Context: an optimization exercise on an open-source flow, tuned for small area, a short achievable clock period and few clock cycles. The choices shown serve that exercise and are no tape-out recipe. At most, simulation tests tie the RTL to the original design; equivalence was not proved. Power is estimated from default activity; no workload was simulated.

==> flow/design.v <==
module comparator_9(
	input	[7:0]	l_lo, l_md, l_hi,
	input	[7:0]	c_lo, c_md, c_hi,
	input	[7:0]	r_lo, r_md, r_hi,
	output	[7:0]	x, y, z
);
max3 u_x(.a(l_lo), .b(c_lo), .c(r_lo), .y(x));
med3 u_y(.a(l_md), .b(c_md), .c(r_md), .y(y));
min3 u_z(.a(l_hi), .b(c_hi), .c(r_hi), .y(z));
endmodule
module max3(input [7:0] a, b, c, output [7:0] y);
wire ab = a >= b, ac = a >= c, bc = b >= c;
assign y = (ab & ac) ? a : (!ab & bc) ? b : c;
endmodule
module min3(input [7:0] a, b, c, output [7:0] y);
wire ab = a >= b, ac = a >= c, bc = b >= c;
assign y = (!ab & !ac) ? a : (ab & !bc) ? b : c;
endmodule
module med3(input [7:0] a, b, c, output [7:0] y);
wire ab = a >= b, ac = a >= c, bc = b >= c;
assign y = (ab ^ ac) ? a : (ab ^ bc) ? c : b;
endmodule
module sort3(
	input	[7:0]	a, m, b,
	output	[7:0]	lo, md, hi,
	output			m_lo, m_hi
);
wire am = a >= m, ab = a >= b, mb = m >= b;
assign hi = (am & ab) ? a : (!am & mb) ? m : b;
assign lo = (!am & !ab) ? a : (am & !mb) ? m : b;
assign md = (am ^ ab) ? a : (am ^ mb) ? b : m;
assign m_hi = !am & mb;
assign m_lo = am & !mb;
endmodule
module CU(
	input						clk,
	input						rst,
	output reg	[1:0]		ph,
	output reg	[17:0]	rd_pair,		 
	output reg				border,		 
	output reg	[18:0]	out_address,
	output reg				out_valid
);
localparam NPAIR = 153600;            
localparam RD_START = 18'd261904;     
localparam RD_LAST  = 18'd153839;     
reg	[1:0]	warm;                       
reg	[7:0]	col_pair;                   
wire [17:0] opair = out_address[18:1];
wire row_border = (opair <= 18'd238) || (opair >= 18'd153359);
wire rd_wrap = &(rd_pair | ~RD_LAST);
wire op_wrap = &(opair | ~(NPAIR - 1));
always @(posedge clk or negedge rst) begin
	if (!rst) begin
		ph <= 2'd0;
		warm <= 2'd0;
		rd_pair <= RD_START;
		out_address[18:1] <= 18'd0;
		col_pair <= 8'd0;
		out_valid <= 1'b0;
	end else begin
		ph <= (ph == 2'd2) ? 2'd0 : ph + 2'd1;
		if (ph == 2'd2 && warm != 2'd3) warm <= warm + 2'd1;
		if (ph == 2'd2)
			rd_pair <= rd_wrap ? RD_START : rd_pair - 18'd479;
		else
			rd_pair <= rd_pair + 18'd240;
		if (ph == 2'd1 && warm == 2'd3) begin
			out_address[18:1] <= op_wrap ? 18'd0 : opair + 18'd1;
			col_pair <= (col_pair == 8'd239) ? 8'd0 : col_pair + 8'd1;
		end
		out_valid <= (ph == 2'd1 && warm[1]) || (ph == 2'd0 && warm == 2'd3);
	end
end
always @(posedge clk) begin
	out_address[0] <= (ph == 2'd0);
	border <= row_border || (ph == 2'd2 ? col_pair == 8'd239 : col_pair == 8'd238);
end
endmodule
module DU(
	input						clk,
	input			[1:0]		ph,
	input						border,
	input			[7:0]		q_a,
	input			[7:0]		q_b,
	output reg	[7:0]		out
);
reg [7:0] ra, a1, a2;
reg [7:0] rb, b1, b2, b3;
always @(posedge clk) begin
	ra <= q_a; a1 <= ra; a2 <= a1;
	rb <= q_b; b1 <= rb; b2 <= b1; b3 <= b2;
end
wire sel_b = (ph == 2'd2);
wire [7:0] st = sel_b ? b3 : a2;
wire [7:0] sm = sel_b ? b2 : a1;
wire [7:0] sb = sel_b ? b1 : ra;
wire [7:0] s_lo, s_md, s_hi;
wire       s_tlo, s_thi;
sort3 srt(.a(st), .m(sm), .b(sb), .lo(s_lo), .md(s_md), .hi(s_hi), .m_lo(s_tlo), .m_hi(s_thi));
reg [7:0] l_lo, l_md, l_hi;
reg [7:0] c_lo, c_md, c_hi;
reg       c_tlo, c_thi;
reg [7:0] r_lo, r_md, r_hi;
reg       r_tlo, r_thi;
always @(posedge clk) begin
	if (ph != 2'd0) begin
		l_lo <= c_lo; l_md <= c_md; l_hi <= c_hi;
		c_lo <= r_lo; c_md <= r_md; c_hi <= r_hi; c_tlo <= r_tlo; c_thi <= r_thi;
		r_lo <= s_lo; r_md <= s_md; r_hi <= s_hi; r_tlo <= s_tlo; r_thi <= s_thi;
	end
end
wire [7:0] c_mid = c_tlo ? c_lo : c_thi ? c_hi : c_md;
wire [7:0] mx_lo, md_md, mn_hi;
comparator_9 cmp(
	.l_lo(l_lo), .l_md(l_md), .l_hi(l_hi),
	.c_lo(c_lo), .c_md(c_md), .c_hi(c_hi),
	.r_lo(r_lo), .r_md(r_md), .r_hi(r_hi),
	.x(mx_lo), .y(md_md), .z(mn_hi)
);
reg [7:0] x, y, z;
always @(posedge clk) begin
	x <= border ? c_mid : mx_lo;
	y <= border ? c_mid : md_md;
	z <= border ? c_mid : mn_hi;
end
wire [7:0] med;
med3 m3(.a(x), .b(y), .c(z), .y(med));
always @(posedge clk) out <= med;
endmodule
module medianFilter(
	output	[7:0]		out,
	output 	[18:0]	out_address,
	output				out_valid,
	output	[18:0]	address_a,
	output	[18:0]	address_b,
	input		[7:0]		q_a,
	input		[7:0]		q_b,
	input					clk,
	input 				rst
);
wire	[1:0]	ph;
wire			border;
wire	[17:0]	rd_pair;
CU cu(
	.clk				(clk),
	.rst				(rst),
	.ph				(ph),
	.rd_pair			(rd_pair),
	.border			(border),
	.out_address	(out_address),
	.out_valid		(out_valid)
);
assign address_a = {rd_pair, 1'b0};
assign address_b = {rd_pair, 1'b1};
DU du(
	.clk				(clk),
	.ph				(ph),
	.border			(border),
	.q_a				(q_a),
	.q_b				(q_b),
	.out				(out)
);
endmodule
==> flow/config.mk <==
export PLATFORM = sky130hd
export DESIGN_NAME = medianFilter
export DESIGN_NICKNAME = medianFilter
export VERILOG_FILES = /design/flow/design.v
export SDC_FILE = /design/flow/constraint.sdc
export NUM_CORES = 4
export LEC_CHECK = 0
export CAP_MARGIN = 20
export CORE_MARGIN = 2
export CORE_UTILIZATION = 40
export PLACE_DENSITY = 0.6
export SLEW_MARGIN = 20
==> flow/constraint.sdc <==
create_clock -name core_clock -period 7.0 [get_ports {clk}]
set_input_delay 1.4000 -clock core_clock [delete_from_list [all_inputs] [get_ports {clk}]]
set_output_delay 1.4000 -clock core_clock [all_outputs]
set_load 0.01 [all_outputs]
run.sh (not shown) runs the stock make flow with config.mk's settings and CLKGATE_MAP_FILE= SYNTH_SCRIPT=/design/flow/synth_recipe.tcl, a recipe that flattens the netlist after the stock synthesis.
Testbench counts at the start, summed over its fixed seeds: cycles 1,843,232.
==> next run, changes <==
--- a/flow/design.v
+++ b/flow/design.v
@@ -1,34 +1,51 @@
+module ge8(input [7:0] a, b, output y);
+wire [7:0] g = a & ~b;
+wire [7:0] e = ~(a ^ b);
+assign y = g[7] | e[7] & (g[6] | e[6] & (g[5] | e[5] & (g[4] | e[4] & (g[3] | e[3] & (g[2] | e[2] & (g[1] | e[1] & (g[0] | e[0])))))));
+endmodule
 module comparator_9(
 	input	[7:0]	l_lo, l_md, l_hi,
 	input	[7:0]	c_lo, c_md, c_hi,
 	input	[7:0]	r_lo, r_md, r_hi,
 	output	[7:0]	x, y, z
 );
 max3 u_x(.a(l_lo), .b(c_lo), .c(r_lo), .y(x));
 med3 u_y(.a(l_md), .b(c_md), .c(r_md), .y(y));
 min3 u_z(.a(l_hi), .b(c_hi), .c(r_hi), .y(z));
 endmodule
 module max3(input [7:0] a, b, c, output [7:0] y);
-wire ab = a >= b, ac = a >= c, bc = b >= c;
+wire ab, ac, bc;
+ge8 g0(.a(a), .b(b), .y(ab));
+ge8 g1(.a(a), .b(c), .y(ac));
+ge8 g2(.a(b), .b(c), .y(bc));
 assign y = (ab & ac) ? a : (!ab & bc) ? b : c;
 endmodule
 module min3(input [7:0] a, b, c, output [7:0] y);
-wire ab = a >= b, ac = a >= c, bc = b >= c;
+wire ab, ac, bc;
+ge8 g0(.a(a), .b(b), .y(ab));
+ge8 g1(.a(a), .b(c), .y(ac));
+ge8 g2(.a(b), .b(c), .y(bc));
 assign y = (!ab & !ac) ? a : (ab & !bc) ? b : c;
 endmodule
 module med3(input [7:0] a, b, c, output [7:0] y);
-wire ab = a >= b, ac = a >= c, bc = b >= c;
+wire ab, ac, bc;
+ge8 g0(.a(a), .b(b), .y(ab));
+ge8 g1(.a(a), .b(c), .y(ac));
+ge8 g2(.a(b), .b(c), .y(bc));
 assign y = (ab ^ ac) ? a : (ab ^ bc) ? c : b;
 endmodule
 module sort3(
 	input	[7:0]	a, m, b,
 	output	[7:0]	lo, md, hi,
 	output			m_lo, m_hi
 );
-wire am = a >= m, ab = a >= b, mb = m >= b;
+wire am, ab, mb;
+ge8 g0(.a(a), .b(m), .y(am));
+ge8 g1(.a(a), .b(b), .y(ab));
+ge8 g2(.a(m), .b(b), .y(mb));
 assign hi = (am & ab) ? a : (!am & mb) ? m : b;
 assign lo = (!am & !ab) ? a : (am & !mb) ? m : b;
 assign md = (am ^ ab) ? a : (am ^ mb) ? b : m;
 assign m_hi = !am & mb;
 assign m_lo = am & !mb;
 endmodule
@@ -88,26 +105,30 @@
 reg [7:0] ra, a1, a2;
 reg [7:0] rb, b1, b2, b3;
 always @(posedge clk) begin
 	ra <= q_a; a1 <= ra; a2 <= a1;
 	rb <= q_b; b1 <= rb; b2 <= b1; b3 <= b2;
 end
-wire sel_b = (ph == 2'd2);
+reg sel_b, shift;
+always @(posedge clk) begin
+	sel_b <= (ph == 2'd1);
+	shift <= (ph != 2'd2);
+end
 wire [7:0] st = sel_b ? b3 : a2;
 wire [7:0] sm = sel_b ? b2 : a1;
 wire [7:0] sb = sel_b ? b1 : ra;
 wire [7:0] s_lo, s_md, s_hi;
 wire       s_tlo, s_thi;
 sort3 srt(.a(st), .m(sm), .b(sb), .lo(s_lo), .md(s_md), .hi(s_hi), .m_lo(s_tlo), .m_hi(s_thi));
 reg [7:0] l_lo, l_md, l_hi;
 reg [7:0] c_lo, c_md, c_hi;
 reg       c_tlo, c_thi;
 reg [7:0] r_lo, r_md, r_hi;
 reg       r_tlo, r_thi;
 always @(posedge clk) begin
-	if (ph != 2'd0) begin
+	if (shift) begin
 		l_lo <= c_lo; l_md <= c_md; l_hi <= c_hi;
 		c_lo <= r_lo; c_md <= r_md; c_hi <= r_hi; c_tlo <= r_tlo; c_thi <= r_thi;
 		r_lo <= s_lo; r_md <= s_md; r_hi <= s_hi; r_tlo <= s_tlo; r_thi <= s_thi;
 	end
 end
 wire [7:0] c_mid = c_tlo ? c_lo : c_thi ? c_hi : c_md;
After rerunning: The new run finished clean; fmax went up by 21%; final area went down by about 6%; via count went down by about 11%; area after synthesis went down by 5.7%; worst setup slack gains 0.75 ns; final cell count went down by 7.7%; routed wire length went down by about 12%; combinational power went down by 9.8%; clock skew hardly moves; die area went down by about 5.6%; clock-buffer cell count stays the same; hold slack is about the same; non-clock buffer count went down by 4.
The RTL of the second run of this note was laid out without a check of its function.

-- afterwards: timing with drivers on the ports --
How much do the figures lean on ideal ports? The routed layouts below were timed once more, with nothing changed but the port constraints.
Step 1 assumes that a clkbuf_16 drives the clock port and a buf_2 every other input.
Step 2 also shifts input and output timing later by t, the mid clock arrival at the registers, as if the neighbouring blocks saw the same clock.
Three values: no drivers, after step 1, after step 2; two values: the first two.
| run | shift t [ns] | setup WS [ns] | worst setup path after step 2 | worst slew at a driven data input, ns | cell pins on the clock port's net |
|---|---|---|---|---|---|
| the first run | 0.582 | 2.735 / 2.735 / 2.735 | register to register | 0.04 | 1 |
| the second run | 0.564 | 3.482 / 3.482 / 3.482 | register to register | 0.03 | 1 |
After both steps setup and hold are still met in every run listed.
